From an optimization exercise on the open Yosys and OpenROAD flow, aimed at small area and a short achievable clock period; shortcuts taken in it are not production practice. The RTL was checked by simulation tests, not by an equivalence proof against the original design.

`design/flow/run.sh`:
```
#!/bin/bash
# synth_recipe.tcl (not shown) runs the flow's synth.tcl, then flattens the netlist and writes it again
# the make line also repeats each setting of config.mk as NAME=value (left out here)
make -C /OpenROAD-flow-scripts/flow DESIGN_CONFIG=/design/flow/config.mk WORK_HOME=/design/flow/orfs CLKGATE_MAP_FILE= SYNTH_SCRIPT=/design/flow/synth_recipe.tcl finish
```
`design/flow/config.mk`:
```
export PLATFORM = sky130hd
export DESIGN_NAME = fpu16_top
export DESIGN_NICKNAME = fpu16_top
export VERILOG_FILES = /design/flow/design.v
export SDC_FILE = /design/flow/constraint.sdc
export NUM_CORES = 4
export LEC_CHECK = 0
export CAP_MARGIN = 20
export CORE_MARGIN = 2
export CORE_UTILIZATION = 40
export SLEW_MARGIN = 20
```
`design/flow/constraint.sdc`:
```
create_clock -name core_clock -period 8.0 [get_ports {aclk}]
set_input_delay 1.6000 -clock core_clock [delete_from_list [all_inputs] [get_ports {aclk}]]
set_output_delay 1.6000 -clock core_clock [all_outputs]
set_load 0.01 [all_outputs]
```
`design/flow/design.v`:
```
module fpu_addsub_core(
    input  [15:0] a,
    input  [15:0] b,
    output [15:0] add_res,
    output [15:0] sub_res
    );
    wire sa = a[15], sb = b[15];
    wire a_gt = a[14:0] > b[14:0];
    wire [14:0] l = a_gt ? a[14:0] : b[14:0];
    wire [14:0] s = a_gt ? b[14:0] : a[14:0];
    wire l_s = a_gt ? sa : sb;
    wire s_s = a_gt ? sb : sa;
    wire l_sub = ~(|l[14:10]);
    wire s_sub = ~(|s[14:10]);
    wire [4:0] l_e = {l[14:11], l[10] | l_sub};
    wire [4:0] s_e = {s[14:11], s[10] | s_sub};
    wire [10:0] l_m = {~l_sub, l[9:0]};
    wire [10:0] s_m = {~s_sub, s[9:0]};
    wire s_zero = s_sub & ~(|s[9:0]);
    wire l_zero = l_sub & ~(|l[9:0]);
    wire l_inf = &l[14:10];
    wire eff_sub = sa ^ sb;
    wire pani = eff_sub & (&s[14:10]) & ~(|a[9:0]) & ~(|b[9:0]);
    wire [4:0] diff = l_e - s_e;
    wire [3:0] d = diff > 5'd14 ? 4'd14 : diff[3:0];
    wire [13:0] s_ext = {s_m, 3'b0};
    wire [13:0] s_shr = s_ext >> d;
    wire [13:0] lost = s_ext & ~(14'h3fff << d);
    wire [13:0] s_al = {s_shr[13:1], s_shr[0] | (|lost)};
    wire [13:0] l_ext = {l_m, 3'b0};
    wire [14:0] ps = {1'b0, l_ext} + {1'b0, s_al};
    wire p_nf = ps[14];
    wire [9:0] p_fr = p_nf ? ps[13:4] : ps[12:3];
    wire p_g = p_nf ? ps[3] : ps[2];
    wire p_r = p_nf ? ps[2] : ps[1];
    wire p_st = p_nf ? (ps[1] | ps[0]) : ps[0];
    wire [4:0] p_e = p_nf ? l_e + 5'd1 : (ps[13] ? l_e : 5'd0);
    wire p_inc = p_g & (p_r | p_st | p_fr[0]);
    wire [10:0] p_m = {1'b0, p_fr} + p_inc;
    wire [4:0] p_ef = p_e + p_m[10];
    wire [14:0] p_res = (&p_ef) ? {5'b11111, 10'b0} : {p_ef, p_m[9:0]};
    wire p_zero = ~(|ps);
    wire [14:0] ms = {1'b0, l_ext} - {1'b0, s_al};
    wire [10:0] mt = ms[13:3];
    wire [3:0] lzc =
        mt[10] ? 4'd0 : mt[9] ? 4'd1 : mt[8] ? 4'd2 : mt[7] ? 4'd3 :
        mt[6] ? 4'd4 : mt[5] ? 4'd5 : mt[4] ? 4'd6 : mt[3] ? 4'd7 :
        mt[2] ? 4'd8 : mt[1] ? 4'd9 : mt[0] ? 4'd10 : 4'd11;
    wire [4:0] lem1 = l_e - 5'd1;
    wire m_esub = ({1'b0, lzc} >= l_e) | (l_e == 5'd1 && l[14:10] == 5'd0);
    wire [3:0] sh = (l_e == 5'd1) ? 4'd0 : ({1'b0, lzc} >= l_e) ? lem1[3:0] : lzc;
    wire [14:0] mn = ms << sh;
    wire [9:0] m_fr = mn[12:3];
    wire m_g = (sh == 4'd0) ? ms[2] : (sh == 4'd1) ? ms[1] : 1'b0;
    wire m_r = (sh == 4'd0) ? ms[1] : 1'b0;
    wire m_st = ms[0];
    wire [4:0] m_e = (m_esub & ~mn[13]) ? 5'd0 : l_e - {1'b0, sh};
    wire m_inc = m_g & (m_r | m_st | m_fr[0]);
    wire [10:0] m_m = {1'b0, m_fr} + m_inc;
    wire [4:0] m_ef = m_e + m_m[10];
    wire [14:0] m_res = (&m_ef) ? {5'b11111, 10'b0} : {m_ef, m_m[9:0]};
    wire m_zero = ~(|ms);
    wire f_s = a_gt ? sa : ~sb;
    wire both_zero = l_zero & s_zero;
    wire pass_l = s_zero | l_inf;
    wire [14:0] add_mag = eff_sub ? m_res : p_res;
    wire [14:0] sub_mag = eff_sub ? p_res : m_res;
    wire add_z = eff_sub ? m_zero : p_zero;
    wire sub_z = eff_sub ? p_zero : m_zero;
    assign add_res = pani ? 16'hfe00 : both_zero ? {l_s & s_s, 15'b0} :
                     pass_l ? {l_s, l} : add_z ? 16'b0 : {l_s, add_mag};
    assign sub_res = pani ? 16'hfe00 : both_zero ? {l_s & s_s, 15'b0} :
                     pass_l ? {f_s, l} : sub_z ? 16'b0 : {f_s, sub_mag};
endmodule
module fpu_mul_core(
    input  [15:0] a,
    input  [15:0] b,
    output [15:0] res,
    output        err
    );
    wire sa = a[15], sb = b[15];
    wire [4:0] ea = a[14:10], eb = b[14:10];
    wire sub_a = ~(|ea), sub_b = ~(|eb);
    wire nan_a = &ea, nan_b = &eb;
    wire [10:0] ma = {~sub_a, a[9:0]};
    wire [10:0] mb = {~sub_b, b[9:0]};
    wire [3:0] lza, lzb;
    lzc11 u_lza(ma, lza);
    lzc11 u_lzb(mb, lzb);
    wire [10:0] ma_s = sub_a ? ma << lza : ma;
    wire [10:0] mb_s = sub_b ? mb << lzb : mb;
    wire [6:0] ea_s = sub_a ? 7'd114 - {3'b0, lza} : {2'b0, ea} - 7'd15;
    wire [6:0] eb_s = sub_b ? 7'd114 - {3'b0, lzb} : {2'b0, eb} - 7'd15;
    wire zero = (sub_a & ~(|a[9:0])) | (sub_b & ~(|b[9:0]));
    wire s = sa ^ sb;
    wire [6:0] mul_e = ea_s + eb_s + 7'd1;
    wire [21:0] P = ma_s * mb_s;
    wire nf = P[21];
    wire [3:0] lzp;
    lzc11 u_lzp(P[21:11], lzp);
    wire [3:0] sht = nf ? 4'd0 : lzp;
    wire [21:0] norm = P << sht;
    wire [6:0] e_t = mul_e - {3'b0, sht};
    wire rnf = $signed(e_t) < -14;
    wire [6:0] rs = rnf ? 7'd114 - e_t : 7'd0;
    wire [6:0] e_tf = e_t + rs;
    wire [21:0] normr = norm >> rs;
    wire [7:0] rs10 = {1'b0, rs} + 8'd10;
    wire sticky = |(norm & ~({22{1'b1}} << rs10));
    wire ovf_1 = nan_a | nan_b;
    wire ru = normr[10] & ((|normr[9:0]) | sticky | normr[11]);
    wire [11:0] mant = ovf_1 ? 12'b0 : {1'b0, normr[21:11]} + ru;
    wire [6:0] e_f = mant[11] ? e_tf + 7'd1 : e_tf;
    wire [6:0] e_ff = e_f + 7'd15;
    wire ovf_f = $signed(e_ff) > 30;
    wire [4:0] e_fff = (e_ff[4:0] == 5'd1 && ~mant[10]) ? 5'd0 : e_ff[4:0];
    wire ovf = ovf_f | ovf_1;
    assign res = nan_a ? {s, a[14:0]} : nan_b ? {s, b[14:0]} : zero ? {s, 15'b0} :
                 ovf ? {s, 5'b11111, 10'b0} : {s, e_fff, mant[9:0]};
    assign err = ovf;
endmodule
module lzc11(
    input  [10:0] op,
    output [3:0]  cnt
    );
    assign cnt =
        op[10] ? 4'd0 : op[9] ? 4'd1 : op[8] ? 4'd2 : op[7] ? 4'd3 :
        op[6] ? 4'd4 : op[5] ? 4'd5 : op[4] ? 4'd6 : op[3] ? 4'd7 :
        op[2] ? 4'd8 : op[1] ? 4'd9 : op[0] ? 4'd10 : 4'd11;
endmodule
module fpu_cmp_core(
    input  [15:0] a,
    input  [15:0] b,
    output        ge
    );
    wire mag_ge = a[14:0] >= b[14:0];
    wire mag_le = a[14:0] <= b[14:0];
    assign ge = (a[15] ^ b[15]) ? ~a[15] : (a[15] ? mag_le : mag_ge);
endmodule
module fpu16_top(
    input         aclk,
    input  [15:0] a,
    input  [15:0] b,
    input         a_valid,
    input         b_valid,
    output [15:0] add_result,
    output        add_valid,
    output [15:0] sub_result,
    output        sub_valid,
    output [15:0] mul_result,
    output        mul_valid,
    output [7:0]  cmp_result,
    output        cmp_valid
    );
    reg [15:0] a0, a1, a2, a3, a4, a5;
    reg [15:0] b0, b1, b2, b3, b4, b5;
    reg v0, v1, v2, v3, v4, v5;
    always @(posedge aclk) begin
        a0 <= a;  b0 <= b;  v0 <= a_valid & b_valid;
        a1 <= a0; b1 <= b0; v1 <= v0;
        a2 <= a1; b2 <= b1; v2 <= v1;
        a3 <= a2; b3 <= b2; v3 <= v2;
        a4 <= a3; b4 <= b3; v4 <= v3;
        a5 <= a4; b5 <= b4; v5 <= v4;
    end
    wire ge;
    fpu_cmp_core u_cmp(.a(a0), .b(b0), .ge(ge));
    assign cmp_result = {7'b0, ge};
    assign cmp_valid = v0;
    wire [15:0] add_c, sub_c;
    fpu_addsub_core u_as(.a(a4), .b(b4), .add_res(add_c), .sub_res(sub_c));
    reg [15:0] add_q, sub_q;
    reg add_vq, sub_vq;
    always @(posedge aclk) begin
        add_q <= add_c;
        sub_q <= sub_c;
        add_vq <= v4 & ~(&add_c[14:10]);
        sub_vq <= v4 & ~(&sub_c[14:10]);
    end
    assign add_result = add_q;
    assign add_valid = add_vq;
    assign sub_result = sub_q;
    assign sub_valid = sub_vq;
    wire [15:0] mul_c;
    wire mul_err;
    fpu_mul_core u_mul(.a(a5), .b(b5), .res(mul_c), .err(mul_err));
    reg [15:0] mul_q;
    reg mul_vq;
    always @(posedge aclk) begin
        mul_q <= mul_c;
        mul_vq <= v5 & ~mul_err;
    end
    assign mul_result = mul_q;
    assign mul_valid = mul_vq;
endmodule
```
==> run notes <==
==> cell families (layout without fill, tap and decap cells) <==
family / Yosys count / in the layout / share of synthesized area [%]
buffers and inverters: 383 / 1520 / 6.89
muxes: 95 / 95 / 4.56
xor gates and xnor gates: 110 / 110 / 4.44
other: 1 / 8 / 0.0172
and+or+nand+nor: 967 / 967 / 21.3
AOI/OAI and AO/OA: 720 / 722 / 22.8
DFF: 249 / 249 / 22.8
adders and majority gates: 249 / 249 / 17.2
==> layout make-up <==
| cell class | instances | area (um2) |
|---|---|---|
| inverter | 257 | 975 |
| timing repair buffer | 1220 | 9690 |
| clock inverter | 12 | 181 |
| multi-input combinational | 2150 | 17800 |
| antenna | 1 | 2.50 |
| sequential | 249 | 5010 |
| fill | 4432 | 18700 |
| tap | 696 | 871 |
| clock buffer | 31 | 677 |
==> metrics by stage <==
| stage | instance area [um2] | utilization, % | setup TNS, ps | cells |
|---|---|---|---|---|
| global placement | 31300 | 58.1 | -219270 | 4415 |
| finish | 35200 | 65.3 | -211130 | 4616 |
| floorplan | 22900 | - | -212290 | 2780 |
| CTS | 33900 | 62.9 | -198640 | 4567 |
| detailed placement | 31300 | 58.1 | -225070 | 4415 |
| global route | 35200 | 65.3 | -234560 | 4615 |
==> metal layers <==
metal	wire [um]	vias to the layer above	share of wire [%]
li1	-	12100	-
met1	36300	12300	40
met2	44700	1079	49
met3	5030	323	5.5
met4	4940	0	5.4
met5	0	-	0
==> path summary, 6_finish.rpt <==
check | slack (ps) | cells past startpoint | end | startpoint
setup reg to reg | -5580 | 64 | mul_q[8] | a5[10]
setup / recovery | -5580 | 64 | mul_q[8] | a5[10]
hold / removal | 320 | 0 | b2[13] | b1[13]
hold reg to reg | 320 | 0 | b2[13] | b1[13]
==> critical path: cells and delay by family (launching register included) <==
kind,cells,cell delay (ps)
compound gates,22,4800
fa+ha+maj,10,3640
simple gates,12,2100
buf+inv,16,1760
mux,2,520
flops,1,330
xor+xnor,2,330
==> cells in the final DEF (no fill, tap or decap), drive strengths merged, types with 87 or more instances in the layout <==
cell and instances:
o21ai 136, nor2 275, buf 1131, ha 160
fa 87, dfxtp 249, nand2 270, nand3 91
inv 259, a21oi 186, clkdlybuf4s50 87
==> synthesized netlist by cell type (41+ instances only) <==
cell	n
nor2_1	275
nand2_1	270
inv_1	253
dfxtp_1	249
a21oi_1	185
ha_1	160
o21ai_0	118
clkbuf_1	94
nand3_1	89
fa_1	87
mux2i_1	79
nor3_1	79
xnor2_1	73
a21o_1	41
==> repair_timing <==
action	4_1_cts	5_1_grt
pin swaps	110	123
resized for setup	177	194
buffers inserted	111	56
endpoints found under the hold margin	0	0
setup endpoints to repair	50	50
gates cloned	3	1
==> impl_metrics.yaml <==
status:
  status: "failed layout checks"
  so_faults: "setup timing"
grt:
  grt_use_met1_pct: 36.1
  busiest_layer: "met2"
  grtUsageMet2_pct: 55.5
  track_usage_pct: 30.7
  grtUsageMet3_pct: 3.32
  grt_pass1_wl_um: 138000
  antenna_found_initial: 0
  grt_start_max_net_pins: 32
  gr-total-overflow: 0
  grt_pass1_vias: 25800
sta:
  whs_ps: 324
  min_period_ps: 13580
  layout_setup_ws_ps: -5580
  rsz0062_at_grt: "true"
  slew_headroom_pct: 11.3
  hold_viol: 0
  finalSetupViolations: 50
  worstMarginPinSlew_ps: 1320
  slew_viol_final: 0
  skew_ps: 27.6
  fin_crit_sh_pct: 170
  fmax_mhz: 73.7
synth:
  synth_top_area_share_pct: 22.8
  ys_ff_latch: 249
  synth_edf_count: 0
  synthCells: 2774
  synth-seq-area-share_pct: 22.8
  synth_ff_type: "dfxtp_1"
  synth_cell_types: 115
  avgSynthCellArea_um2: 7.88
  synth_top_area_cell: "dfxtp_1"
  ys_async_sr_fraction_pct: 0
  synth_warnings: 1
  ys_top_cells_by_area: "dfxtp_1, ha_1, fa_1, nor2_1, nand2_1"
  netlist_area_um2: 21900
clock_network:
  cts_sinks: 249
  clk-insertion-delay-late_ps: 560
  cts_root_buffer: "clkbuf_16"
  cts_buffers: 24
  clk_pin_slew_ps: 70
  cts_tree: "yes"
  clock_path_buffers: 3
  cts_hold_buf: 0
  htreeDepth: 1
final_layout:
  drive_above_1_share_pct: 41.8
  syn2layout_area_growth_pct: 61.2
  nets: 4184
route:
  wire_per_inst_um: 19.7
  vias_per_cell: 5.61
  final_antenna_net_count: 0
  firstDrtPassIters: 6
  drtIter0Drc: 2037
  wl_um: 90900
  vias: 25900
  drc_errors: 0
min_path:
  hold_path.class: "register to register"
floorplanning:
  start_util_pct: 40.5
  fp.dieW_um: 238
  die_y_um: 238
  core_area_um2: 53900
  die_area_um2: 56500
  row_count: 85
  boundaryPins: 95
setup_path:
  critPathMaxStageDelay_ps: 520
  required_ps: 8470
  critPathSlowestCell: "fa_1"
  cp_max_fo: 9
  cp.arrival_ps: 14050
  worstSetupEndpointType: "register"
  start_kind: "register"
  cp_common_cell: "fa_1"
  path_class: "register to register"
place:
  place_ws_ps: -5910
  place.gp.congestion: 1.01
  hpwlAfterDp_um: 71000
  io_buffers: 87
run:
  maxCapViolCount: 0

-- afterwards: timing with drivers on the ports --
No port has a modelled driver above. Below, the same layout with a new extraction and two added sets of constraints. Step 1 sets driving cells, clkbuf_16 on the clock port and buf_2 on the other inputs (assumed; they add their load-dependent delay and slew). Step 2 adds t to the input delays and takes it off the output delays; t is the mean of the earliest and latest rising clock arrival at the registers after step 1. Input paths then give back, and output paths get back, about the clock's delay inside the block. Slacks: no drivers / after step 1 / after step 2; pairs: no drivers / after step 1.
t (ns): 0.605
setup slack, ns: -5.576 / -5.576 / -5.576
worst hold slack (ns): 0.324 / 0.324 / 0.324
For this run, drivers alone change the setup slack by 0.000 ns; drivers and shift together by 0.000 ns.
